This is an optimization exercise on Yosys and OpenROAD, whose aim is small area and a short achievable clock period, not a production implementation. No run shown here included a check of the RTL's function; only the layout flow was run. Power and IR drop assume default switching activity.

### config.mk
export PLATFORM = sky130hd
export DESIGN_NAME = matmul
export DESIGN_NICKNAME = matmul
export VERILOG_FILES = /design/flow/design.v
export SDC_FILE = /design/flow/constraint.sdc
export NUM_CORES = 4
export LEC_CHECK = 0
export CAP_MARGIN = 20
export CORE_MARGIN = 2
export CORE_UTILIZATION = 40
export SLEW_MARGIN = 20
export SYNTH_HIERARCHICAL = 1
export SYNTH_MINIMUM_KEEP_SIZE = 0
### constraint.sdc
create_clock -name core_clock -period 10.0 [get_ports {clk}]
set_input_delay 2.0000 -clock core_clock [delete_from_list [all_inputs] [get_ports {clk}]]
set_output_delay 2.0000 -clock core_clock [all_outputs]
set_load 0.01 [all_outputs]
### design.v
module matmul_fa (input logic a, input logic b, input logic c, output logic s, output logic co);
  assign s = a ^ b ^ c;
  assign co = (a & b) | (a & c) | (b & c);
endmodule
module matmul_ha (input logic a, input logic b, output logic s, output logic co);
  assign s = a ^ b;
  assign co = a & b;
endmodule
module matmul_dot2 (input logic [7:0] a0, input logic [7:0] b0,
                    input logic [7:0] a1, input logic [7:0] b1,
                    output logic [7:0] y);
  wire n1 = ~(a0[0] & b0[0]);
  wire n2 = ~(a0[0] & b0[1]);
  wire n3 = ~(a0[0] & b0[2]);
  wire n4 = ~(a0[0] & b0[3]);
  wire n5 = ~(a0[0] & b0[4]);
  wire n6 = ~(a0[0] & b0[5]);
  wire n7 = ~(a0[0] & b0[6]);
  wire n8 = a0[0] & b0[7];
  wire n9 = ~(a0[1] & b0[0]);
  wire n10 = ~(a0[1] & b0[1]);
  wire n11 = ~(a0[1] & b0[2]);
  wire n12 = ~(a0[1] & b0[3]);
  wire n13 = ~(a0[1] & b0[4]);
  wire n14 = ~(a0[1] & b0[5]);
  wire n15 = a0[1] & b0[6];
  wire n16 = ~(a0[2] & b0[0]);
  wire n17 = ~(a0[2] & b0[1]);
  wire n18 = ~(a0[2] & b0[2]);
  wire n19 = ~(a0[2] & b0[3]);
  wire n20 = ~(a0[2] & b0[4]);
  wire n21 = a0[2] & b0[5];
  wire n22 = ~(a0[3] & b0[0]);
  wire n23 = ~(a0[3] & b0[1]);
  wire n24 = ~(a0[3] & b0[2]);
  wire n25 = ~(a0[3] & b0[3]);
  wire n26 = a0[3] & b0[4];
  wire n27 = ~(a0[4] & b0[0]);
  wire n28 = ~(a0[4] & b0[1]);
  wire n29 = ~(a0[4] & b0[2]);
  wire n30 = a0[4] & b0[3];
  wire n31 = ~(a0[5] & b0[0]);
  wire n32 = ~(a0[5] & b0[1]);
  wire n33 = a0[5] & b0[2];
  wire n34 = ~(a0[6] & b0[0]);
  wire n35 = a0[6] & b0[1];
  wire n36 = a0[7] & b0[0];
  wire n37 = ~(a1[0] & b1[0]);
  wire n38 = ~(a1[0] & b1[1]);
  wire n39 = ~(a1[0] & b1[2]);
  wire n40 = ~(a1[0] & b1[3]);
  wire n41 = ~(a1[0] & b1[4]);
  wire n42 = ~(a1[0] & b1[5]);
  wire n43 = ~(a1[0] & b1[6]);
  wire n44 = a1[0] & b1[7];
  wire n45 = ~(a1[1] & b1[0]);
  wire n46 = ~(a1[1] & b1[1]);
  wire n47 = ~(a1[1] & b1[2]);
  wire n48 = ~(a1[1] & b1[3]);
  wire n49 = ~(a1[1] & b1[4]);
  wire n50 = ~(a1[1] & b1[5]);
  wire n51 = a1[1] & b1[6];
  wire n52 = ~(a1[2] & b1[0]);
  wire n53 = ~(a1[2] & b1[1]);
  wire n54 = ~(a1[2] & b1[2]);
  wire n55 = ~(a1[2] & b1[3]);
  wire n56 = ~(a1[2] & b1[4]);
  wire n57 = a1[2] & b1[5];
  wire n58 = ~(a1[3] & b1[0]);
  wire n59 = ~(a1[3] & b1[1]);
  wire n60 = ~(a1[3] & b1[2]);
  wire n61 = ~(a1[3] & b1[3]);
  wire n62 = a1[3] & b1[4];
  wire n63 = ~(a1[4] & b1[0]);
  wire n64 = ~(a1[4] & b1[1]);
  wire n65 = ~(a1[4] & b1[2]);
  wire n66 = a1[4] & b1[3];
  wire n67 = ~(a1[5] & b1[0]);
  wire n68 = ~(a1[5] & b1[1]);
  wire n69 = a1[5] & b1[2];
  wire n70 = ~(a1[6] & b1[0]);
  wire n71 = a1[6] & b1[1];
  wire n72 = a1[7] & b1[0];
  wire n73 = n1 ^ n37;
  wire n74 = n1 | n37;
  wire n75, n76;
  matmul_fa fn75 (.a(n2), .b(n9), .c(n38), .s(n75), .co(n76));
  wire n77, n78;
  matmul_fa fn77 (.a(n45), .b(n74), .c(n75), .s(n77), .co(n78));
  wire n79, n80;
  matmul_fa fn79 (.a(n3), .b(n10), .c(n16), .s(n79), .co(n80));
  wire n81, n82;
  matmul_fa fn81 (.a(n39), .b(n46), .c(n52), .s(n81), .co(n82));
  wire n83, n84;
  matmul_fa fn83 (.a(n76), .b(n79), .c(n81), .s(n83), .co(n84));
  wire n85 = n78 ^ n83;
  wire n86 = n78 | n83;
  wire n87, n88;
  matmul_fa fn87 (.a(n4), .b(n11), .c(n17), .s(n87), .co(n88));
  wire n89, n90;
  matmul_fa fn89 (.a(n22), .b(n40), .c(n47), .s(n89), .co(n90));
  wire n91, n92;
  matmul_fa fn91 (.a(n53), .b(n58), .c(n80), .s(n91), .co(n92));
  wire n93, n94;
  matmul_fa fn93 (.a(n82), .b(n87), .c(n89), .s(n93), .co(n94));
  wire n95, n96;
  matmul_fa fn95 (.a(n84), .b(n91), .c(n93), .s(n95), .co(n96));
  wire n97 = n86 ^ n95;
  wire n98 = n86 | n95;
  wire n99, n100;
  matmul_fa fn99 (.a(n5), .b(n12), .c(n18), .s(n99), .co(n100));
  wire n101, n102;
  matmul_fa fn101 (.a(n23), .b(n27), .c(n41), .s(n101), .co(n102));
  wire n103, n104;
  matmul_fa fn103 (.a(n48), .b(n54), .c(n59), .s(n103), .co(n104));
  wire n105, n106;
  matmul_fa fn105 (.a(n63), .b(n88), .c(n90), .s(n105), .co(n106));
  wire n107, n108;
  matmul_fa fn107 (.a(n99), .b(n101), .c(n103), .s(n107), .co(n108));
  wire n109, n110;
  matmul_fa fn109 (.a(n92), .b(n94), .c(n105), .s(n109), .co(n110));
  wire n111, n112;
  matmul_fa fn111 (.a(n107), .b(n96), .c(n109), .s(n111), .co(n112));
  wire n113 = n98 ^ n111;
  wire n114 = n98 | n111;
  wire n115, n116;
  matmul_fa fn115 (.a(n6), .b(n13), .c(n19), .s(n115), .co(n116));
  wire n117, n118;
  matmul_fa fn117 (.a(n24), .b(n28), .c(n31), .s(n117), .co(n118));
  wire n119, n120;
  matmul_fa fn119 (.a(n42), .b(n49), .c(n55), .s(n119), .co(n120));
  wire n121, n122;
  matmul_fa fn121 (.a(n60), .b(n64), .c(n67), .s(n121), .co(n122));
  wire n123, n124;
  matmul_fa fn123 (.a(n100), .b(n102), .c(n104), .s(n123), .co(n124));
  wire n125, n126;
  matmul_fa fn125 (.a(n115), .b(n117), .c(n119), .s(n125), .co(n126));
  wire n127, n128;
  matmul_fa fn127 (.a(n121), .b(n106), .c(n108), .s(n127), .co(n128));
  wire n129, n130;
  matmul_fa fn129 (.a(n123), .b(n125), .c(n110), .s(n129), .co(n130));
  wire n131, n132;
  matmul_fa fn131 (.a(n127), .b(n112), .c(n129), .s(n131), .co(n132));
  wire n133 = n114 ^ n131;
  wire n134 = n114 | n131;
  wire n135, n136;
  matmul_fa fn135 (.a(n7), .b(n14), .c(n20), .s(n135), .co(n136));
  wire n137, n138;
  matmul_fa fn137 (.a(n25), .b(n29), .c(n32), .s(n137), .co(n138));
  wire n139, n140;
  matmul_fa fn139 (.a(n34), .b(n43), .c(n50), .s(n139), .co(n140));
  wire n141, n142;
  matmul_fa fn141 (.a(n56), .b(n61), .c(n65), .s(n141), .co(n142));
  wire n143, n144;
  matmul_fa fn143 (.a(n68), .b(n70), .c(n116), .s(n143), .co(n144));
  wire n145, n146;
  matmul_fa fn145 (.a(n118), .b(n120), .c(n122), .s(n145), .co(n146));
  wire n147, n148;
  matmul_fa fn147 (.a(n135), .b(n137), .c(n139), .s(n147), .co(n148));
  wire n149, n150;
  matmul_fa fn149 (.a(n141), .b(n124), .c(n126), .s(n149), .co(n150));
  wire n151, n152;
  matmul_fa fn151 (.a(n143), .b(n145), .c(n147), .s(n151), .co(n152));
  wire n153, n154;
  matmul_fa fn153 (.a(n128), .b(n149), .c(n151), .s(n153), .co(n154));
  wire n155, n156;
  matmul_fa fn155 (.a(n130), .b(n153), .c(n132), .s(n155), .co(n156));
  wire n157 = n134 ^ n155;
  wire n158 = n134 | n155;
  wire n159 = n8 ^ n15;
  wire n160 = n21 ^ n26;
  wire n161 = n30 ^ n33;
  wire n162 = n35 ^ n36;
  wire n163 = n44 ^ n51;
  wire n164 = n57 ^ n62;
  wire n165 = n66 ^ n69;
  wire n166 = n71 ^ n72;
  wire n167 = n159 ^ n160;
  wire n168 = n161 ^ n162;
  wire n169 = n163 ^ n164;
  wire n170 = n165 ^ n166;
  wire n171 = n136 ^ n138;
  wire n172 = n140 ^ n142;
  wire n173 = n167 ^ n168;
  wire n174 = n169 ^ n170;
  wire n175 = n171 ^ n172;
  wire n176 = n173 ^ n174;
  wire n177 = n144 ^ n146;
  wire n178 = n148 ^ n175;
  wire n179 = n176 ^ n177;
  wire n180 = n178 ^ n150;
  wire n181 = n179 ^ n152;
  wire n182 = n180 ^ n181;
  wire n183 = n154 ^ n182;
  wire n184 = n183 ^ n156;
  wire n185 = n184 ^ n158;
  assign y = {n185, n157, n133, n113, n97, n85, ~n77, n73};
endmodule
module matmul(A,B,y,clk);
    input logic [31:0] A;
    input logic [31:0] B;
    output logic [31:0] y;
    input logic clk;
    logic [7:0] y00, y01, y10, y11;
    matmul_dot2 u00 (.a0(A[31:24]), .b0(B[31:24]), .a1(A[23:16]), .b1(B[15:8]), .y(y00));
    matmul_dot2 u01 (.a0(A[31:24]), .b0(B[23:16]), .a1(A[23:16]), .b1(B[7:0]),  .y(y01));
    matmul_dot2 u10 (.a0(A[15:8]),  .b0(B[31:24]), .a1(A[7:0]),   .b1(B[15:8]), .y(y10));
    matmul_dot2 u11 (.a0(A[15:8]),  .b0(B[23:16]), .a1(A[7:0]),   .b1(B[7:0]),  .y(y11));
    always_ff @(posedge clk)
        y <= {y00, y01, y10, y11};
endmodule
### run.sh
#!/bin/bash
# synth_recipe.tcl (not shown) runs the flow's synth.tcl, then flattens the netlist and writes it again
# the make line also repeats each setting of config.mk as NAME=value (left out here)
make -C /OpenROAD-flow-scripts/flow DESIGN_CONFIG=/design/flow/config.mk WORK_HOME=/design/flow/orfs CLKGATE_MAP_FILE= SYNTH_SCRIPT=/design/flow/synth_recipe.tcl finish
==> metrics.md, run 1 <==
| Metric | Value |
|---|---|
| Outcome | complete, no violations |
| Netlist cell types | 13 |
| Crit path DAT | ~7.3 ns |
| Mapped cell area | 6376 um^2 |
| Via density | just over 5 |
| Max FFs per register | 32 |
| Max cap viols | 0 |
| Top cells by area, synth | fa_1 (46%), nand2_1 (16%), dfxtp_1 (10%) |
| Peak VDD IR | 0.08924 mV |
| Global router's overall resource usage | around 22% |
| # IOs | 97 |
| FF+latch count, synth | 32 |
| H-tree depth | 2 |
| Critical Path Start Type | input pin |
| Worst hold path startpoint | B[8] |
| Largest net degree at the start of global routing | 17 |
| Clock sinks | 32 |
| Max-slew violations | 0 |
| Inserted Diodes | 0 |
| First drt pass iteration count | 5 |
| Final Critical Period | 7.078 ns |
| Static Leakage | 2.892 nW |
| Overflow left after global routing | 0 |
| Die area | 16970 um^2 |
| Routed WL per cell | between 15 and 20 um |
| Residual DRC | 0 |
| Mean area per synthesized cell | 9.720 um^2 |
| Fraction of layout cells with a size suffix above 1 | under 10% |
| Crit Path Class | input pin to flip-flop |
| Number of enable flip-flop cells after synthesis | 0 |
| DP HPWL | ~13000 um |
| TritonCTS clock tree | built |
| Area of the core | around 16000 um^2 |
| DIE HEIGHT | between 100 and 150 um |
| CTS buffer count | 5 |
| Hold EP | y[9] |
| Synth Instances | ~660 |
| Synth Warn # | 7 |
| Normalized max-slew margin | 50.31% |
| Critical path required time | between 10 and 15 ns |
| F_max | about 140 MHz |
| Syn Nets | around 890 |
| Total routed wirelength | ~17000 um |
| Synth async-reset ratio | 0% |
| Commonest cells in the synthesized netlist | nand2_1 (276), fa_1 (148), xnor2_1 (72) |
| Final ANT Viol Nets | 0 |
| Most numerous cell in the Yosys netlist | nand2_1 |
| # resized after CTS | 0 |
| Period utilization | 70.78% |
| Area leader, netlist | fa_1 |
| Clock Pin Slew Worst Setup and Hold Paths | about 0.06 ns |
| Dpl cells | approximately 940 |
| Initial antenna violation count | 0 |
| Cell Pwr Density | between 150 and 200 nW/um^2 |
| Root Buffer | clkbuf_16 |
| Cts hold-fix bufs | 0 |
| GPL Wtd Cong | slightly below 0.9 |
| RSZ-0062 raised after global routing | false |
| Worst setup EP type | flip-flop |
| Postcts setup bufs | 0 |
| Initial drt markers | between 300 and 400 |
| Vias in the first global route | around 5300 |
| Worst Max-Slew Pin Slew | around 0.74 ns |
| Finished Layout Cells | 949 |
| Initial Utilization | 40.58% |
| Ys flop type | dfxtp_1 |
| Largest register by flop count | y |
| Area share of the largest cell type after synthesis | between 40% and 50% |
| Port-buffer cells | between 90 and 100 |
| Chip Width | between 100 and 150 um |
| FILL cells | ~1500 |
| Hold crit path type | input pin to flip-flop |
| Critical Path Fanout Max | 16 |
| Area growth syn-to-layout | 18.35% |
| Hold Vio Cnt, Final | 0 |
| Rows | 46 |
| Biggest regs | y: 32 flops |
| Worst hold path depth | 5 |
| Final setup fails | 0 |
| Setup TNS | 0 ns |
| Nets@finish | 970 |
| Via total after detailed routing | 4796 |
| Sequential fraction of the synthesis area | 10.05% |
| Clock buffer depth | 2 |
| First-pass GRT wire length | roughly 28000 um |
## how the worst max path moves through the flow
| stage | from | slack [ns] | to |
|---|---|---|---|
| finish | B[24] | 2.92 | y[15] |
| global route | B[24] | 2.70 | y[15] |
| CTS | B[24] | 2.94 | y[15] |
| detailed placement | B[24] | 2.64 | y[15] |
| global placement | A[24] | 2.72 | y[23] |
| floorplan | B[27] | 3.82 | y[15] |
## layout make-up
| cell class | instances | area [um^2] | share of cell area (%) |
|---|---|---|---|
| Inverter | 32 | 120.1 | 1.592 |
| Sequential cell | 32 | 640.6 | 8.489 |
| Multi-Input combinational cell | 564 | 5405 | 71.63 |
| Timing Repair Buffer | 98 | 975.9 | 12.93 |
| Clock inverter | 1 | 5.005 | 0.06632 |
| Clock buffer | 6 | 128.9 | 1.708 |
| Tap cell | 216 | 270.3 | 3.581 |
## stage by stage
stage | cell area, um^2 | setup slack, ns | power, mW | hold WS (ns) | util, %
4_1_cts | 7546 | 2.942 | 1.489 | 2.673 | 48.03
6_report | 7546 | 2.922 | 1.466 | 2.680 | 48.03
3_3_place_gp | 7412 | 2.720 | 1.297 | 2.737 | 47.17
2_1_floorplan | 6376 | 3.818 | 1.249 | 2.303 | -
3_5_place_dp | 7412 | 2.639 | 1.326 | 2.734 | 47.17
5_1_grt | 7546 | 2.699 | 1.621 | 2.723 | 48.03
## per-layer routing
layer / up-vias / GRT usage [%] / share of wire, %
met5: - / 0 / 0
met4: 0 / 5.376 / 1.5
met3: 22 / 3.567 / 8.8
met2: 226 / 38.07 / 51
met1: 2459 / 29.24 / 39
li1: 2089 / - / -
## logic make-up (layout without fill, tap and decap cells)
| family | after synthesis | count (layout) | synth area share [%] |
|---|---|---|---|
| XOR/XNOR | 104 | 104 | 16.09 |
| adder cells (fa/ha/maj) | 172 | 172 | 51.18 |
| buffers and inverters | 60 | 137 | 5.181 |
| flip-flops | 32 | 32 | 10.05 |
| AND/OR/NAND/NOR | 288 | 288 | 17.50 |
## modules after synthesis (local to each module, per instance)
module       times used  cell area, um^2  flip-flops and latches  cells inside
matmul_dot2           4            693.2                       0           119
matmul_fa           148            20.02                       0             1
matmul                1            640.6                      32            32
## critical path: stages
cell,delay [ns]
clkdlybuf4s50_1,0.95
nand2_1,0.19
fa_1,0.61
fa_1,0.44
fa_1,0.41
fa_1,0.44
fa_1,0.42
fa_1,0.49
inv_1,0.05
ha_1,0.21
xnor2_1,0.14
xnor2_1,0.19
xnor2_1,0.15
xnor2_1,0.14
xnor3_1,0.40
## power breakdown
part	total (mW)	switching [mW]	leakage (nW)	internal, mW
logic	1.10	0.490	2.56	0.611
registers	0.213	0.0141	0.270	0.199
clock network	0.152	0.0617	0.0667	0.0906
## layout by cell type, fill, tap and decap left out, drive strengths merged
cell           instances
and2                   8
buf                    2
clkbuf                 6
clkdlybuf4s50         96
clkinv                 1
dfxtp                 32
fa                   148
ha                    24
inv                   32
nand2                280
xnor2                 80
xnor3                  4
xor2                  20
==> inputs of run 2 (changes only) <==
==> flow/run.sh (new file) <==
#!/bin/bash
set -e
cp standard.sh standard.sh.txt 2>/dev/null || true
export BUFFER_PORTS_ARGS="-buffer_cell sky130_fd_sc_hd__buf_1"
bash standard.sh > standard.log 2>&1
==> standard.sh (new file) <==
#!/bin/bash
# synth_recipe.tcl (not shown) runs the flow's synth.tcl, then flattens the netlist and writes it again
# the make line also repeats each setting of config.mk as NAME=value (left out here)
make -C /OpenROAD-flow-scripts/flow DESIGN_CONFIG=/design/flow/config.mk WORK_HOME=/design/flow/orfs CLKGATE_MAP_FILE= SYNTH_SCRIPT=/design/flow/synth_recipe.tcl "${@:-finish}"
removed: run.sh
==> run 2 against run 1 <==
Still clean on timing, DRC and antenna. Final area down 7.3%. Global-route usage down 1.1 points. Via count down 0.50%. Worst hold slack worse by 0.37 ns. First-iteration DRC count up 19%.
==> metrics.md, run 2 <==
| Metric | Value |
|---|---|
| Period utilization | 67.14% |
| Synth Instances | roughly 660 |
| Dpl cells | 946 |
| Initial drt markers | 423 |
| Total routed wirelength | around 17000 um |
| GPL Wtd Cong | between 0.8 and 0.9 |
| RSZ-0062 raised after global routing | false |
| Critical Path Fanout Max | 16 |
| Clk pwr share | 12.1% |
| Max cap viols | 0 |
| Port-buffer cells | 96 |
| F_max | roughly 150 MHz |
| Global router's overall resource usage | between 20% and 30% |
| Via density | 5.007 |
| Worst hold path depth | 4 |
| Area leader, netlist | fa_1 |
| Cell Pwr Density | roughly 200 nW/um^2 |
| Residual DRC | 0 |
| Cts hold-fix bufs | 0 |
| Largest register by flop count | y |
| Initial antenna violation count | 0 |
| Netlist cell types | 13 |
| Total power draw | roughly 1.4 mW |
| Most frequent cells in the layout | nand2_1 (276), fa_1 (148), buf_1 (96) |
| Vias in the first global route | between 4000 and 5000 |
| Area of the core | roughly 16000 um^2 |
| DIE HEIGHT | approximately 130 um |
| Number of enable flip-flop cells after synthesis | 0 |
| Inserted Diodes | 0 |
| Peak VDD IR | around 0.096 mV |
| Syn Nets | approximately 890 |
| Critical Path Start Type | input pin |
| Biggest regs | y: 32 flops |
| Largest net degree at the start of global routing | 17 |
| Mapped cell area | ~6400 um^2 |
| Initial Utilization | between 40% and 50% |
| Final instance area | 6994 um^2 |
| Worst hold path startpoint | B[0] |
| Ys flop type | dfxtp_1 |
| WP depth | 15 |
| Psw | 0.5566 mW |
| Routed WL per cell | approximately 18 um |
| Final ANT Viol Nets | 0 |
| Outcome | complete, no violations |
| Final Critical Period | 6.714 ns |
| CP Cell Sequence | buf_1 > nand2_1 > fa_1 > fa_1 > fa_1 > fa_1 > fa_1 > fa_1 > inv_1 > ha_1 > xnor2_1 > xnor2_1 > xnor2_1 > xnor2_1 > xnor3_1 |
| Int Power | around 0.8 mW |
| Flop pwr share | between 15 and 20% |
| Crit Path Class | input pin to flip-flop |
| Fraction of layout cells with a size suffix above 1 | roughly 4% |
| Setup TNS | 0 ns |
| Top cells by area, synth | fa_1 (46%), nand2_1 (16%), dfxtp_1 (10%) |
| Hold EP | y[16] |
| TritonCTS clock tree | built |
| Rows | 46 |
| FF+latch count, synth | 32 |
| DP HPWL | ~13000 um |
| Nets@finish | between 900 and 1000 |
| Max-slew violations | 0 |
| Most common cell after layout, fill and taps aside | nand2_1 |
| Sequential fraction of the synthesis area | between 10% and 20% |
| DP Area | between 6000 and 7000 um^2 |
| Worst setup EP type | flip-flop |
| # IOs | 97 |
| Synth async-reset ratio | 0% |
| Number of buffer and inverter stages on the critical path | 2 |
| Switching Share | 40.30% |
| Static Leakage | 2.659 nW |
| Mean area per synthesized cell | between 9 and 10 um^2 |
| Crit path max-delay cell type | buf_1 |
| H-tree depth | 2 |
| First-pass GRT wire length | 26540 um |
| Hold Vio Cnt, Final | 0 |
| Synth Warn # | 7 |
| Normalized max-slew margin | ~40% |
| Clock sinks | 32 |
| FILL cells | ~1600 |
| Crit path DAT | between 6 and 7 ns |
| Chip Width | roughly 130 um |
| Max incr delay on CP | roughly 0.61 ns |
| Clock Pin Slew Worst Setup and Hold Paths | roughly 0.05 ns |
| # resized after CTS | 0 |
| Clock buffer depth | 2 |
| Commonest cells in the synthesized netlist | nand2_1 (276), fa_1 (148), xnor2_1 (72) |
| CP most frequent cell | fa_1 |
| Area share of the largest cell type after synthesis | 46.47% |
| Die area | around 17000 um^2 |
| First drt pass iteration count | 5 |
| Hold crit path type | input pin to flip-flop |
| Via total after detailed routing | 4772 |
| Most numerous cell in the Yosys netlist | nand2_1 |
| CTS buffer count | 5 |
| Finished Layout Cells | roughly 950 |
| Max FFs per register | 32 |
| Area growth syn-to-layout | 9.694% |
| Final core utilization | approximately 45% |
| Overflow left after global routing | 0 |
| Comb pwr share | approximately 73% |
| Largest delay contributor family on the critical path | adder cells |
| Worst Max-Slew Pin Slew | around 0.89 ns |
| Root Buffer | clkbuf_16 |
| Postcts setup bufs | 0 |
| Final setup fails | 0 |
| Critical path required time | 10.17 ns |
## run 2: worst max-delay path by stage
stage / start / endpoint
2_1_floorplan: B[27] / y[15]
3_3_place_gp: A[24] / y[23]
3_5_place_dp: A[16] / y[23]
4_1_cts: A[16] / y[31]
5_1_grt: A[0] / y[7]
6_report: A[24] / y[31]
## run 2: area by class of cell
class / instances / area, um^2 / area share, %
clock buffer: 7 / 152.6 / 2.182
inverter: 32 / 120.1 / 1.717
multi-input combinational: 564 / 5405 / 77.28
sequential: 32 / 640.6 / 9.159
tap: 216 / 270.3 / 3.864
timing repair buffer: 102 / 405.4 / 5.796
## run 2: metal layers
| metal | vias to the layer above | routed length (um) | GRT usage [%] | share of wire [%] |
|---|---|---|---|---|
| li1 | 2099 | - | - | - |
| met1 | 2443 | 7105 | 29.37 | 42 |
| met2 | 216 | 8174 | 34.31 | 49 |
| met3 | 14 | 1252 | 3.239 | 7.5 |
| met4 | 0 | 224 | 5.123 | 1.3 |
| met5 | - | 0 | 0 | 0 |
## run 2: logic make-up (layout without fill, tap and decap cells)
kind of cell | Yosys count | count (layout) | synth area share (%)
XOR/XNOR | 104 | 104 | 16.09
buffers and inverters | 60 | 141 | 5.181
AND/OR/NAND/NOR | 288 | 288 | 17.50
adder cells (fa/ha/maj) | 172 | 172 | 51.18
flip-flops | 32 | 32 | 10.05
## run 2: worst min-delay path: stages
cell,delay [ns]
buf_1,0.07
buf_4,0.22
and2_1,0.16
ha_1,0.11
## run 2: power by group through the flow
stage               clock network [mW]  registers (mW)  logic [mW]
floorplan                            0           0.246        1.00
global placement                     0           0.216        1.00
detailed placement                   0           0.215        1.02
CTS                              0.173           0.213        1.03
global route                     0.176           0.218        1.15
finish                           0.167           0.212        1.00
## run 2: Yosys stat by module, one instance, submodules excluded
module,copies in the design,flops+latches,cells
matmul_fa,148,0,1
matmul_dot2,4,0,119
matmul,1,32,32
## run 2: stage by stage
step / hold WS, ns / worst slack [ns]
finish: 2.307 / 3.286
global route: 2.331 / 3.016
detailed placement: 2.385 / 3.014
CTS: 2.307 / 3.306
floorplan: 2.303 / 3.818
global placement: 2.387 / 3.012
==> inputs of run 3 (changes only) <==
==> flow/run.sh (replaced) <==
#!/bin/bash
# The standard layout (standard.sh), except that buffer_ports uses
# sky130_fd_sc_hd__buf_1 for the port buffers instead of the delay-buffer cell it picks by default.
set -e
export BUFFER_PORTS_ARGS="-buffer_cell sky130_fd_sc_hd__buf_1"
bash standard.sh > standard.log 2>&1
--- a/config.mk
+++ b/config.mk
@@ -10,2 +10,3 @@
 export CORE_UTILIZATION = 40
+export SETUP_SLACK_MARGIN = 1.5
 export SLEW_MARGIN = 20
==> run 3 against run 2 <==
Critical path depth unchanged. Clock-buffer cell count did not move. Total power unchanged. Via count is the same. Utilization is the same. Area after synthesis stayed put. Combinational power hardly changed. First-iteration DRC count is the same.
==> metrics.md, run 3 <==
| Metric | Value |
|---|---|
| DP HPWL | 12980 um |
| Mean area per synthesized cell | about 9.7 um^2 |
| First drt pass iteration count | 5 |
| Root Buffer | clkbuf_16 |
| Hold slack | ~2.3 ns |
| FF+latch count, synth | 32 |
| Dpl ws | 3.014 ns |
| Setup ws final | 3.286 ns |
| Synth Instances | 656 |
| Initial drt markers | 423 |
| Period utilization | ~67% |
| Max cap viols | 0 |
| Sequential fraction of the synthesis area | 10.05% |
| Crit path DAT | about 7 ns |
| Largest family of logic cells by synthesized area | adder cells |
| Area leader, netlist | fa_1 |
| H-tree depth | 2 |
| Outcome | complete, no violations |
| Finished Layout Cells | 953 |
| Clock buffer depth | 2 |
| Inserted Diodes | 0 |
| Initial antenna violation count | 0 |
| Mapped cell area | approximately 6400 um^2 |
| Hold Vio Cnt, Final | 0 |
| Crit Path Class | input pin to flip-flop |
| Syn Nets | between 800 and 900 |
| Biggest regs | y: 32 flops |
| Residual DRC | 0 |
| Hold crit path type | input pin to flip-flop |
| Worst setup EP type | flip-flop |
| Psw | ~0.56 mW |
| Netlist cell types | 13 |
| Worst Max-Slew Pin Slew | ~0.89 ns |
| First-pass GRT wire length | about 27000 um |
| CTS buffer count | 5 |
| Comb pwr share | just over 70% |
| Synth Area in Simple Gates | ~18% |
| # IOs | 97 |
| Postcts setup bufs | 0 |
| Flip-flop and latch area | 640.6 um^2 |
| DIE HEIGHT | around 130 um |
| Area of the multi-input gates | ~5400 um^2 |
| Int Power | approximately 0.8 mW |
| Number of enable flip-flop cells after synthesis | 0 |
| F_max | roughly 150 MHz |
| Final instance area | between 6000 and 7000 um^2 |
| Port-buffer cells | 96 |
| Via density | between 5 and 6 |
| Clock sinks | 32 |
| Fraction of layout cells with a size suffix above 1 | 3.935% |
| XOR/XNOR Fraction of Synth Area | about 16% |
| Die area | 16970 um^2 |
| RSZ-0062 raised after global routing | false |
| Flop pwr share | approximately 15% |
| Final ANT Viol Nets | 0 |
| Most numerous cell in the Yosys netlist | nand2_1 |
| Global router's overall resource usage | 20.93% |
| Dpl cells | between 900 and 1000 |
| TritonCTS clock tree | built |
| Static Leakage | 2.659 nW |
| Total routed wirelength | 16760 um |
| Max FFs per register | 32 |
| # resized after CTS | 0 |
| FILL cells | between 1500 and 2000 |
| Max-slew violations | 0 |
| Largest net degree at the start of global routing | 17 |
| Critical Path Start Type | input pin |
| Via total after detailed routing | around 4800 |
| Adder-cell share of the synthesized area | about half |
| Routed WL per cell | approximately 18 um |
| Peak VDD IR | between 0.09 and 0.1 mV |
| DP Area | just under 7000 um^2 |
| Cell Pwr Density | 197.5 nW/um^2 |
| GPL Wtd Cong | 0.8339 |
| Mux contribution to synthesized area | 0% |
| Area share of the largest cell type after synthesis | 46.47% |
| Compound-gate portion of the synthesized area | 0% |
| Vias in the first global route | between 4000 and 5000 |
| Most common cell after layout, fill and taps aside | nand2_1 |
| Area of the core | approximately 16000 um^2 |
| Chip Width | about 130 um |
| Clk pwr share | 12.1% |
| Switching Share | about two fifths |
| Final Critical Period | 6.714 ns |
| Cts hold-fix bufs | 0 |
| Rows | 46 |
| Commonest cells in the synthesized netlist | nand2_1 (276), fa_1 (148), xnor2_1 (72) |
| Top cells by area, synth | fa_1 (46%), nand2_1 (16%), dfxtp_1 (10%) |
| Nets@finish | around 970 |
| Ys flop type | dfxtp_1 |
| Initial Utilization | between 40 and 50% |
| Synth Warn # | 7 |
| Overflow left after global routing | 0 |
| Clock Pin Slew Worst Setup and Hold Paths | roughly 0.05 ns |
| Critical path required time | between 10 and 15 ns |
| Setup TNS | 0 ns |
| Synth async-reset ratio | 0% |
| Worst hold path depth | 4 |
| Final setup fails | 0 |
| Most frequent cells in the layout | nand2_1 (276), fa_1 (148), buf_1 (96) |
| Largest register by flop count | y |
| Normalized max-slew margin | 40.50% |
| Area growth syn-to-layout | 9.694% |
| Critical Path Fanout Max | 16 |
==> run 3: cell type report <==
cell class / instances / share of cell area, %
flip-flops and latches: 32 / 9.159
multi-input cells: 564 / 77.28
well taps: 216 / 3.864
repair buffers: 102 / 5.796
inverters: 32 / 1.717
clock buffers: 7 / 2.182
==> run 3: critical path, cell delays in order <==
cell and delay [ns]:
buf_1 0.61, nand2_1 0.20, fa_1 0.61, fa_1 0.44, fa_1 0.40, fa_1 0.42
fa_1 0.41, fa_1 0.48, inv_1 0.04, ha_1 0.22, xnor2_1 0.19, xnor2_1 0.15
xnor2_1 0.16, xnor2_1 0.14, xnor3_1 0.39
==> run 3: per-module statistics from Yosys, one instance, submodules excluded <==
| module | cell area [um^2] | cells |
|---|---|---|
| matmul_dot2 | 693.2 | 119 |
| matmul | 640.6 | 32 |
| matmul_fa | 20.02 | 1 |
==> run 3: stage by stage <==
| stage | util [%] | power, mW |
|---|---|---|
| floorplan | - | 1.249 |
| global placement | 43.54 | 1.218 |
| detailed placement | 43.54 | 1.238 |
| CTS | 44.51 | 1.413 |
| global route | 44.51 | 1.543 |
| finish | 44.51 | 1.381 |
==> run 3: worst paths after layout <==
path	from	end
worst max-delay path	A[24]	y[31]
worst min-delay path	B[0]	y[16]
==> run 3: cell families after synthesis <==
kind of cell | count (synthesis)
and+or+nand+nor | 288
adders and majority gates | 172
DFF | 32
buffers and inverters | 60
xor gates and xnor gates | 104
==> run 3: power by group through the flow <==
stage          logic [mW]  registers (mW)  clock network, mW
6_report             1.00           0.212              0.167
5_1_grt              1.15           0.218              0.176
4_1_cts              1.03           0.213              0.173
3_5_place_dp         1.02           0.215                  0
3_3_place_gp         1.00           0.216                  0
2_1_floorplan        1.00           0.246                  0
==> run 3: routing by layer <==
layer  GRT usage [%]  vias up  part of all wire, %  wire length, um
met4           5.123        0                  1.3              224
met5               0        -                    0                0
met3           3.239       14                  7.5             1252
met2           34.31      216                   49             8174
li1                -     2099                    -                -
met1           29.37     2443                   42             7105
==> inputs of run 4 (changes only) <==
--- a/config.mk
+++ b/config.mk
@@ -10,3 +10,3 @@
 export CORE_UTILIZATION = 40
-export SETUP_SLACK_MARGIN = 1.5
+export SETUP_SLACK_MARGIN = 3.5
 export SLEW_MARGIN = 20
==> run 4 against run 3 <==
Non-clock buffer count grew 3. Still clean. Critical endpoint is now y[23]. Setup slack better by 0.44 ns. Sequential power barely moved. Largest cell class unchanged. Die area unchanged. Cell count grew 0.31%. Flip-flop and latch count unchanged.
==> metrics.md, run 4 <==
| Metric | Value |
|---|---|
| Critical path required time | around 10 ns |
| Hold EP | y[8] |
| Area growth syn-to-layout | 11.17% |
| Worst hold path depth | 3 |
| Overflow left after global routing | 0 |
| Initial antenna violation count | 0 |
| Adder-cell share of the synthesized area | 51.18% |
| Hold crit path type | input pin to flip-flop |
| Number of enable flip-flop cells after synthesis | 0 |
| Switching Share | 40.26% |
| Rows | 46 |
| Static Leakage | 2.753 nW |
| Mux contribution to synthesized area | 0% |
| Root Buffer | clkbuf_16 |
| Most common cell after layout, fill and taps aside | nand2_1 |
| Synth Warn # | 7 |
| H-tree depth | 2 |
| Netlist cell types | 13 |
| DP Area | a little under 7000 um^2 |
| Compound-gate portion of the synthesized area | 0% |
| Via density | 5.013 |
| Setup ws final | between 3 and 4 ns |
| Area of the core | around 16000 um^2 |
| Worst setup EP type | flip-flop |
| DP HPWL | around 13000 um |
| Clock Pin Slew Worst Setup and Hold Paths | 0.06 ns |
| Mapped cell area | around 6400 um^2 |
| Top cells by area, synth | fa_1 (46%), nand2_1 (16%), dfxtp_1 (10%) |
| XOR/XNOR Fraction of Synth Area | 16.09% |
| Global router's overall resource usage | between 20% and 30% |
| Die area | between 15000 and 20000 um^2 |
| Syn Nets | 893 |
| Worst hold path startpoint | A[0] |
| Critical Path Fanout Max | 14 |
| Outcome | complete, no violations |
| Psw | between 0.5 and 0.6 mW |
| Clk pwr share | between 10% and 20% |
| Total power draw | 1.387 mW |
| Chip Width | between 100 and 150 um |
| TritonCTS clock tree | built |
| Final setup fails | 0 |
| Most numerous cell in the Yosys netlist | nand2_1 |
| Max FFs per register | 32 |
| First drt pass iteration count | 5 |
| Cell Pwr Density | about 200 nW/um^2 |
| Sequential fraction of the synthesis area | between 10% and 20% |
| Area leader, netlist | fa_1 |
| Biggest regs | y: 32 flops |
| Synth async-reset ratio | 0% |
| Via total after detailed routing | 4792 |
| Normalized max-slew margin | between 50% and 60% |
| Crit path DAT | between 6 and 7 ns |
| Hold Vio Cnt, Final | 0 |
| Largest family of logic cells by synthesized area | adder cells |
| Inserted Diodes | 0 |
| Largest net degree at the start of global routing | 17 |
| Most frequent cells in the layout | nand2_1 (276), fa_1 (148), xnor2_1 (72), buf_1 (72) |
| Final instance area | ~7000 um^2 |
| Max cap viols | 0 |
| Synth Instances | ~660 |
| Hold slack | ~2.3 ns |
| Fraction of layout cells with a size suffix above 1 | 7.568% |
| Worst Max-Slew Pin Slew | between 0.6 and 0.7 ns |
| F_max | ~160 MHz |
| Initial Utilization | roughly two fifths |
| Port-buffer cells | 96 |
| FF+latch count, synth | 32 |
| Final Critical Period | between 6 and 7 ns |
| Total routed wirelength | 16860 um |
| Comb pwr share | just over 70% |
| Int Power | 0.8285 mW |
| GPL Wtd Cong | about 0.83 |
| Ys flop type | dfxtp_1 |
| Area share of the largest cell type after synthesis | approximately 46% |
| Synth Area in Simple Gates | roughly 18% |
| # IOs | a little under 100 |
| Peak VDD IR | approximately 0.096 mV |
| CTS buffer count | 5 |
| Vias in the first global route | 4945 |
| Crit Path Class | input pin to flip-flop |
| Final ANT Viol Nets | 0 |
| RSZ-0062 raised after global routing | false |
| Critical Path Start Type | input pin |
| Routed WL per cell | 17.63 um |
| Period utilization | between 60% and 70% |
| Nets@finish | between 900 and 1000 |
| DIE HEIGHT | between 100 and 150 um |
| First-pass GRT wire length | around 27000 um |
| Mean area per synthesized cell | 9.720 um^2 |
| Max-slew violations | 0 |
| Clock buffer depth | 2 |
| Largest register by flop count | y |
| Initial drt markers | roughly 450 |
| Commonest cells in the synthesized netlist | nand2_1 (276), fa_1 (148), xnor2_1 (72) |
| Flop pwr share | about 15% |
| Setup TNS | 0 ns |
| Clock sinks | 32 |
| Dpl ws | 3.014 ns |
| Residual DRC | 0 |
[run 4: cell counts after synthesis]
Identical to the previous run, type by type.
[run 4: what timing repair did]
action	CTS	global route
buffers inserted	0	3
hold buffers	0	0
gates resized for setup	16	27
endpoints found under the setup margin	4	4
endpoints found under the hold margin	0	0
[run 4: metal layers]
metal  GRT usage (%)  wire length (um)  up-vias
met3           3.239              1367       14
met5               0                 0        -
met1           29.37              6985     2459
li1                -                 -     2104
met4           5.123               214        0
met2           34.34              8289      215
[run 4: logic make-up after synthesis]
family                     after synthesis
buffers and inverters                   60
and+or+nand+nor                        288
DFF                                     32
xor gates and xnor gates               104
adders and majority gates              172
[run 4: worst max-delay path by stage]
stage	from	end	slack [ns]	depth (start not counted)
floorplan	B[27]	y[15]	3.82	15
global placement	A[24]	y[23]	3.01	15
detailed placement	A[16]	y[23]	3.01	15
CTS	B[26]	y[31]	3.47	15
global route	B[16]	y[7]	3.51	16
finish	A[17]	y[23]	3.73	15
[run 4: per-stage QoR]
stage | cells | util [%]
after floorplan | 656 | -
final | 956 | 45.11
after CTS | 953 | 44.67
after global routing | 956 | 45.11
after global placement | 946 | 43.54
after detailed placement | 946 | 43.54
[run 4: final cells by class]
type / count / area [um^2]
sequential: 32 / 640.6
fill: 1559 / 8625
multi-input combinational: 564 / 5405
clock buffer: 7 / 152.6
inverter: 32 / 120.1
timing repair buffer: 105 / 499.2
tap: 216 / 270.3
[run 4: Yosys stat by module (local to each module, per instance)]
module,copies in the design,flops+latches,cell area (um^2)
matmul_dot2,4,0,693.2
matmul,1,32,640.6
matmul_fa,148,0,20.02
[run 4: power by group through the flow]
stage	combinational, mW	sequential, mW	clock [mW]
2_1_floorplan	1.00	0.246	0
3_3_place_gp	1.00	0.216	0
3_5_place_dp	1.02	0.215	0
4_1_cts	1.03	0.213	0.173
5_1_grt	1.15	0.218	0.176
6_report	1.01	0.212	0.166
[run 4: worst max-delay path, cell delays in order]
cell	delay, ns
buf_2	0.30
nand2_1	0.15
fa_1	0.52
fa_1	0.44
fa_1	0.40
fa_1	0.43
fa_1	0.41
fa_1	0.49
inv_1	0.04
ha_1	0.22
xnor2_1	0.18
xnor2_1	0.15
xnor2_1	0.17
xnor2_1	0.14
xnor3_1	0.40
==> inputs of run 5 (changes only) <==
--- a/config.mk
+++ b/config.mk
@@ -10,3 +10,3 @@
 export CORE_UTILIZATION = 40
-export SETUP_SLACK_MARGIN = 3.5
+export SETUP_SLACK_MARGIN = 5
 export SLEW_MARGIN = 20
==> run 5 against run 4 <==
Final area up 8.2%. Routed wire length up 6.5%. Die area unchanged. First-iteration DRC count down 22%. Non-clock buffer count down 3. Worst hold slack worse by 0.13 ns. Clock-buffer cell count up 1. Critical path type unchanged. Largest cell class unchanged. Largest power group unchanged.
==> metrics.md, run 5 <==
| Metric | Value |
|---|---|
| Port-buffer cells | 96 |
| Critical path required time | between 10 and 15 ns |
| Final ANT Viol Nets | 0 |
| # IOs | 97 |
| Routed WL per cell | 18.82 um |
| Clock buffer depth | 2 |
| Cell Pwr Density | ~190 nW/um^2 |
| Area of the core | 15710 um^2 |
| Via density | between 5 and 6 |
| Worst setup EP type | flip-flop |
| Overflow left after global routing | 0 |
| Synth Instances | between 600 and 700 |
| Largest net degree at the start of global routing | 17 |
| Inserted Diodes | 0 |
| H-tree depth | 2 |
| FILL cells | between 1000 and 1500 |
| Number of enable flip-flop cells after synthesis | 0 |
| FF+latch count, synth | 32 |
| GPL Wtd Cong | ~0.84 |
| First drt pass iteration count | 5 |
| Dpl cells | approximately 940 |
| Most common cell after layout, fill and taps aside | nand2_1 |
| Clock sinks | 32 |
| Synth Warn # | 7 |
| Die area | 16970 um^2 |
| Ys flop type | dfxtp_1 |
| Root Buffer | clkbuf_16 |
| Mapped cell area | 6376 um^2 |
| Critical Path Fanout Max | 7 |
| Syn Nets | just under 900 |
| Max FFs per register | 32 |
| Vias in the first global route | ~5500 |
| Final setup fails | 0 |
| Worst Max-Slew Pin Slew | a little over 0.4 ns |
| Critical Path Start Type | input pin |
| TritonCTS clock tree | built |
| Area growth syn-to-layout | 20.27% |
| DP HPWL | 13630 um |
| Biggest regs | y: 32 flops |
| Largest register by flop count | y |
| DP Area | just over 7000 um^2 |
| Initial drt markers | around 350 |
| Most numerous cell in the Yosys netlist | nand2_1 |
| Most frequent cells in the layout | nand2_1 (260), fa_1 (108), xnor2_1 (67) |
| CTS buffer count | 5 |
| Area share of the largest cell type after synthesis | between 40% and 50% |
| Static Leakage | about 2.9 nW |
| Peak VDD IR | 0.07183 mV |
| Fraction of layout cells with a size suffix above 1 | roughly a fifth |
| Cts hold-fix bufs | 0 |
| Clock Pin Slew Worst Setup and Hold Paths | about 0.060 ns |
| Chip Width | 130.3 um |
| Period utilization | about 58% |
| Crit Path Class | input pin to flip-flop |
| RSZ-0062 raised after global routing | true |
| Normalized max-slew margin | 72.66% |
| Top Metal Used | met5 |
| Mean area per synthesized cell | between 9 and 10 um^2 |
| Sequential fraction of the synthesis area | about 10% |
| Synth async-reset ratio | 0% |
| Wire length on met3 | between 1000 and 1500 um |
| Met2 WL | 8927 um |
| Finished Layout Cells | 954 |
| Initial antenna violation count | 1 |
| Setup TNS | 0 ns |
| Crit path DAT | approximately 6 ns |
| First-pass GRT wire length | 28640 um |
| Final instance area | ~7700 um^2 |
| Final Critical Period | about 5.8 ns |
| F_max | approximately 170 MHz |
| Max cap viols | 0 |
| Hold Vio Cnt, Final | 0 |
| Area leader, netlist | fa_1 |
| Outcome | complete, no violations |
| Max-slew violations | 0 |
| Commonest cells in the synthesized netlist | nand2_1 (276), fa_1 (148), xnor2_1 (72) |
| Nets@finish | ~970 |
| Total routed wirelength | approximately 18000 um |
| Residual DRC | 0 |
| Top cells by area, synth | fa_1 (46%), nand2_1 (16%), dfxtp_1 (10%) |
| DIE HEIGHT | 130.3 um |
| Netlist cell types | 13 |
| Initial Utilization | ~41% |
| Met1 wire length | between 7000 and 8000 um |
| Global router's overall resource usage | 22.55% |
| Via total after detailed routing | around 4800 |
| Hold crit path type | input pin to flip-flop |
| Rows | 46 |
==> run 5: cell count changes in the layout (fill, tap and decap cells not counted), moves of 12 or more <==
| cell | delta |
|---|---|
| nand2_1 | -16 |
| fa_1 | -40 |
| buf_12 | +12 |
| buf_1 | -26 |
| nand2_2 | +12 |
| fa_2 | +40 |
==> run 5: area by class of cell <==
cell class / instances / area [um^2] / area share (%)
timing repair buffer: 102 / 803.3 / 10.47
inverter: 32 / 120.1 / 1.566
clock buffer: 8 / 146.4 / 1.909
sequential: 32 / 640.6 / 8.354
multi-input combinational: 564 / 5688 / 74.17
tap: 216 / 270.3 / 3.524
==> run 5: Yosys stat by module (local to each module, per instance) <==
module	cells inside	flops+latches	cell area, um^2	copies in the design
matmul_dot2	119	0	693.2	4
matmul	32	32	640.6	1
matmul_fa	1	0	20.02	148
==> run 5: cell families (layout without fill, tap and decap cells) <==
family / count (synthesis) / count (layout) / synth area share [%]
fa+ha+maj: 172 / 172 / 51.18
flops: 32 / 32 / 10.05
buf+inv: 60 / 142 / 5.181
simple gates: 288 / 288 / 17.50
xor+xnor: 104 / 104 / 16.09
==> run 5: metal layers <==
metal  global-route usage [%]  up-vias
met5                        0        -
li1                         -     2105
met1                    29.61     2490
met2                    38.59      199
met3                    3.485       34
met4                    7.021        2
==> run 5: critical path: stages <==
cell and delay [ns]:
buf_6 0.07, buf_12 0.14, buf_6 0.13, nand2_1 0.07, fa_1 0.52, fa_1 0.46, fa_1 0.52, fa_1 0.45
fa_1 0.54, inv_2 0.05, ha_4 0.16, xnor2_2 0.13, xnor2_1 0.18, xnor2_1 0.16, xnor2_1 0.15, xnor3_1 0.22
==> run 5: power breakdown <==
group          switching [mW]  total (mW)  internal, mW
Clock                  0.0654       0.165        0.0996
Combinational           0.529        1.04         0.512
Sequential             0.0152       0.214         0.199
Total                   0.610        1.42         0.810
==> run 5: final timing paths <==
path | slack [ns] | from | to | cells after the start
max | 4.21 | A[1] | y[7] | 16
min | 2.13 | A[16] | y[16] | 3
==> run 5: repair_timing <==
| action | CTS | global route |
|---|---|---|
| gates resized for setup | 140 | 44 |
| cloned | 0 | 0 |
| setup buffers | 4 | 0 |
| pin swaps | 30 | 22 |
| setup endpoints to repair | 14 | 7 |
==> run 5: metrics by stage <==
| step | total power, mW | setup WS [ns] | hold WS [ns] | utilization [%] |
|---|---|---|---|---|
| after global placement | 1.228 | 3.278 | 2.388 | 44.91 |
| after floorplan | 1.298 | 4.130 | 2.303 | - |
| final | 1.420 | 4.213 | 2.132 | 48.81 |
| after detailed placement | 1.250 | 3.178 | 2.387 | 44.91 |
| after CTS | 1.443 | 4.177 | 2.134 | 47.82 |
| after global routing | 1.595 | 4.097 | 2.149 | 48.81 |
==> inputs of run 6 (changes only) <==
--- a/config.mk
+++ b/config.mk
@@ -9,4 +9,5 @@
 export CORE_MARGIN = 2
-export CORE_UTILIZATION = 40
-export SETUP_SLACK_MARGIN = 5
+export CORE_UTILIZATION = 70
+export PLACE_DENSITY = 0.8
+export SETUP_SLACK_MARGIN = 3.5
 export SLEW_MARGIN = 20
==> run 6 against run 5 <==
Still clean on timing, DRC and antenna. Worst hold slack gained 0.090 ns. Sequential share of layout area grew 0.95 points. Via count grew 4.6%. Die area shrank 42%. Synthesized cell count is the same. Flip-flop and latch count is the same. Utilization grew 30 points. Clock power shrank 28%. Maximum frequency shrank 9.2%. Sequential power is essentially flat. Global-route usage grew 14 points.
==> metrics.md, run 6 <==
| Metric | Value |
|---|---|
| Most common cell after layout, fill and taps aside | nand2_1 |
| Most numerous cell in the Yosys netlist | nand2_1 |
| Initial Utilization | between 70% and 80% |
| Synth Instances | about 660 |
| Initial antenna violation count | 0 |
| Top cells by area, synth | fa_1 (46%), nand2_1 (16%), dfxtp_1 (10%) |
| XOR/XNOR Fraction of Synth Area | roughly 16% |
| First-pass GRT wire length | about 27000 um |
| Vias in the first global route | approximately 5700 |
| Critical Path Start Type | input pin |
| Final core utilization | 78.54% |
| Netlist cell types | 13 |
| Port-buffer cells | 96 |
| Overflow left after global routing | 0 |
| First drt pass iteration count | 5 |
| Die area | 9888 um^2 |
| Sequential fraction of the synthesis area | about 10% |
| Largest net degree at the start of global routing | 17 |
| Hold Vio Cnt, Final | 0 |
| Worst setup EP type | flip-flop |
| Worst hold path startpoint | A[0] |
| Most frequent cells in the layout | nand2_1 (276), fa_1 (148), xnor2_1 (72) |
| CP most frequent cell | fa_1 |
| Inserted Diodes | 0 |
| Syn Nets | 893 |
| H-tree depth | 2 |
| F_max | ~160 MHz |
| Crit path max-delay cell type | fa_1 |
| Mapped cell area | ~6400 um^2 |
| Max cap viols | 0 |
| Outcome | complete, no violations |
| Adder-cell share of the synthesized area | 51.18% |
| Fraction of layout cells with a size suffix above 1 | between 7 and 8% |
| Largest family of logic cells by synthesized area | adder cells |
| Initial drt markers | roughly 450 |
| Biggest regs | y: 32 flops |
| Static Leakage | 2.722 nW |
| Synth Warn # | 7 |
| Rows | 34 |
| Period utilization | between 60% and 70% |
| Mux contribution to synthesized area | 0% |
| Final setup fails | 0 |
| Via density | 5.970 |
| Largest register by flop count | y |
| Mean area per synthesized cell | 9.720 um^2 |
| Synth Area in Simple Gates | between 10% and 20% |
| CTS buffer count | 5 |
| Hold crit path type | input pin to flip-flop |
| Hold slack | between 2 and 2.5 ns |
| Crit Path Class | input pin to flip-flop |
| Chip Width | roughly 100 um |
| Global router's overall resource usage | between 30 and 40% |
| Worst Max-Slew Pin Slew | approximately 0.64 ns |
| Total power draw | roughly 1.4 mW |
| Via total after detailed routing | roughly 5100 |
| Total routed wirelength | 17080 um |
| RSZ-0062 raised after global routing | true |
| Cts hold-fix bufs | 0 |
| Root Buffer | clkbuf_8 |
| Cell Pwr Density | 201.2 nW/um^2 |
| Critical Path Fanout Max | 16 |
| Critical path required time | 10.19 ns |
| Normalized max-slew margin | 57.21% |
| FF+latch count, synth | 32 |
| Max FFs per register | 32 |
| Final ANT Viol Nets | 0 |
| # IOs | between 90 and 100 |
| Residual DRC | 0 |
| Crit path DAT | between 6 and 7 ns |
| Area growth syn-to-layout | 7.947% |
| Clock Pin Slew Worst Setup and Hold Paths | around 0.09 ns |
| Area share of the largest cell type after synthesis | between 40 and 50% |
| CP Cell Sequence | buf_1 > buf_6 > nand2_1 > fa_1 > fa_1 > fa_1 > fa_1 > fa_1 > fa_1 > inv_1 > ha_1 > xnor2_1 > xnor2_1 > xnor2_1 > xnor2_1 > xnor3_1 |
| Area leader, netlist | fa_1 |
| Clock buffer depth | 2 |
| Max-slew violations | 0 |
| Final Critical Period | around 6.4 ns |
| Max incr delay on CP | slightly above 0.5 ns |
| DP HPWL | 12050 um |
| Compound-gate portion of the synthesized area | 0% |
| GPL Wtd Cong | ~0.95 |
| Clock sinks | 32 |
| Peak VDD IR | ~0.21 mV |
| Synth async-reset ratio | 0% |
| Nets@finish | a little under 1000 |
| Area of the core | between 8000 and 9000 um^2 |
| Setup TNS | 0 ns |
| DIE HEIGHT | about 99 um |
| Ys flop type | dfxtp_1 |
| Number of enable flip-flop cells after synthesis | 0 |
| Critical Path Start | A[8] |
| Routed WL per cell | between 20 and 25 um |
| Commonest cells in the synthesized netlist | nand2_1 (276), fa_1 (148), xnor2_1 (72) |
| TritonCTS clock tree | built |
-- run 6: cell counts after synthesis --
No cell type changed its count.
-- run 6: power by group --
group	total [mW]	internal [mW]	switching [mW]
Clock	0.118	0.0615	0.0563
Sequential	0.212	0.198	0.0136
Combinational	1.06	0.535	0.520
Total	1.38	0.795	0.590
-- run 6: final cells by class --
cell class | instances | area, um^2
Clock buffer | 7 | 96.34
Inverter | 32 | 120.1
Multi-Input combinational cell | 564 | 5405
Timing Repair Buffer | 103 | 485.5
Sequential cell | 32 | 640.6
Fill cell | 592 | 1881
Tap cell | 108 | 135.1
-- run 6: stage by stage --
step	worst slack, ns	instance area (um^2)	instances
5_1_grt	3.462	6883	846
2_1_floorplan	3.818	6376	656
4_1_cts	3.481	6832	844
3_3_place_gp	2.998	6699	837
3_5_place_dp	2.908	6699	837
6_report	3.627	6883	846
-- run 6: critical path, delay by kind of cell --
family / cells / cell delay (ns)
xor+xnor: 5 / 1.10
fa+ha+maj: 7 / 3.01
buf+inv: 3 / 0.33
simple gates: 1 / 0.11
-- run 6: worst paths after layout --
kind / endpoint / slack [ns] / cells after the start
setup / recovery: y[7] / 3.63 / 16
hold / removal: y[8] / 2.22 / 3
-- run 6: cells by family (layout without fill, tap and decap cells) --
group | count (synthesis) | after routing
fa+ha+maj | 172 | 172
xor+xnor | 104 | 104
simple gates | 288 | 288
buf+inv | 60 | 142
flops | 32 | 32
-- run 6: repair_timing --
action	4_1_cts	5_1_grt
endpoints found under the setup margin	4	4
setup buffers	0	2
resized for setup	25	21
pin swaps	0	1
-- run 6: per-module statistics from Yosys (local to each module, per instance) --
module,cells,times used
matmul_fa,1,148
matmul_dot2,119,4
matmul,32,1
-- run 6: layer usage --
metal	vias up	part of all wire (%)	global-route usage, %
met3	83	15	9.487
met4	0	4.7	16.97
met2	443	45	57.43
met1	2422	35	48.00
met5	-	0	0
li1	2103	-	-

[afterwards: timing with drivers on the ports]
How much do the figures lean on ideal ports? The routed layouts below were timed once more, with nothing changed but the port constraints.
Step 1 sets driving cells, clkbuf_16 on the clock port and buf_2 on the other inputs (assumed; they add their load-dependent delay and slew).
Step 2 also shifts input and output timing later by t, the mid clock arrival at the registers, as if the neighbouring blocks saw the same clock.
Slacks: ideal / step 1 / step 2; pairs: ideal / step 1.
run	shift t [ns]	slack for setup (ns)	worst hold slack (ns)
run 1	0.330	2.922 / 2.933 / 2.603	2.680 / 2.664 / 2.744
run 2	0.332	3.286 / 3.292 / 2.960	2.307 / 2.298 / 2.399
run 3	0.332	3.286 / 3.292 / 2.960	2.307 / 2.298 / 2.399
run 4	0.331	3.729 / 3.746 / 3.415	2.258 / 2.252 / 2.399
run 5	0.330	4.213 / 4.214 / 3.884	2.132 / 2.164 / 2.399
run 6	0.318	3.627 / 3.635 / 3.317	2.223 / 2.218 / 2.397
After both steps every run listed still meets setup and hold. For run 5, which loses most, drivers alone change the setup slack by +0.001 ns; drivers and shift together by -0.329 ns.
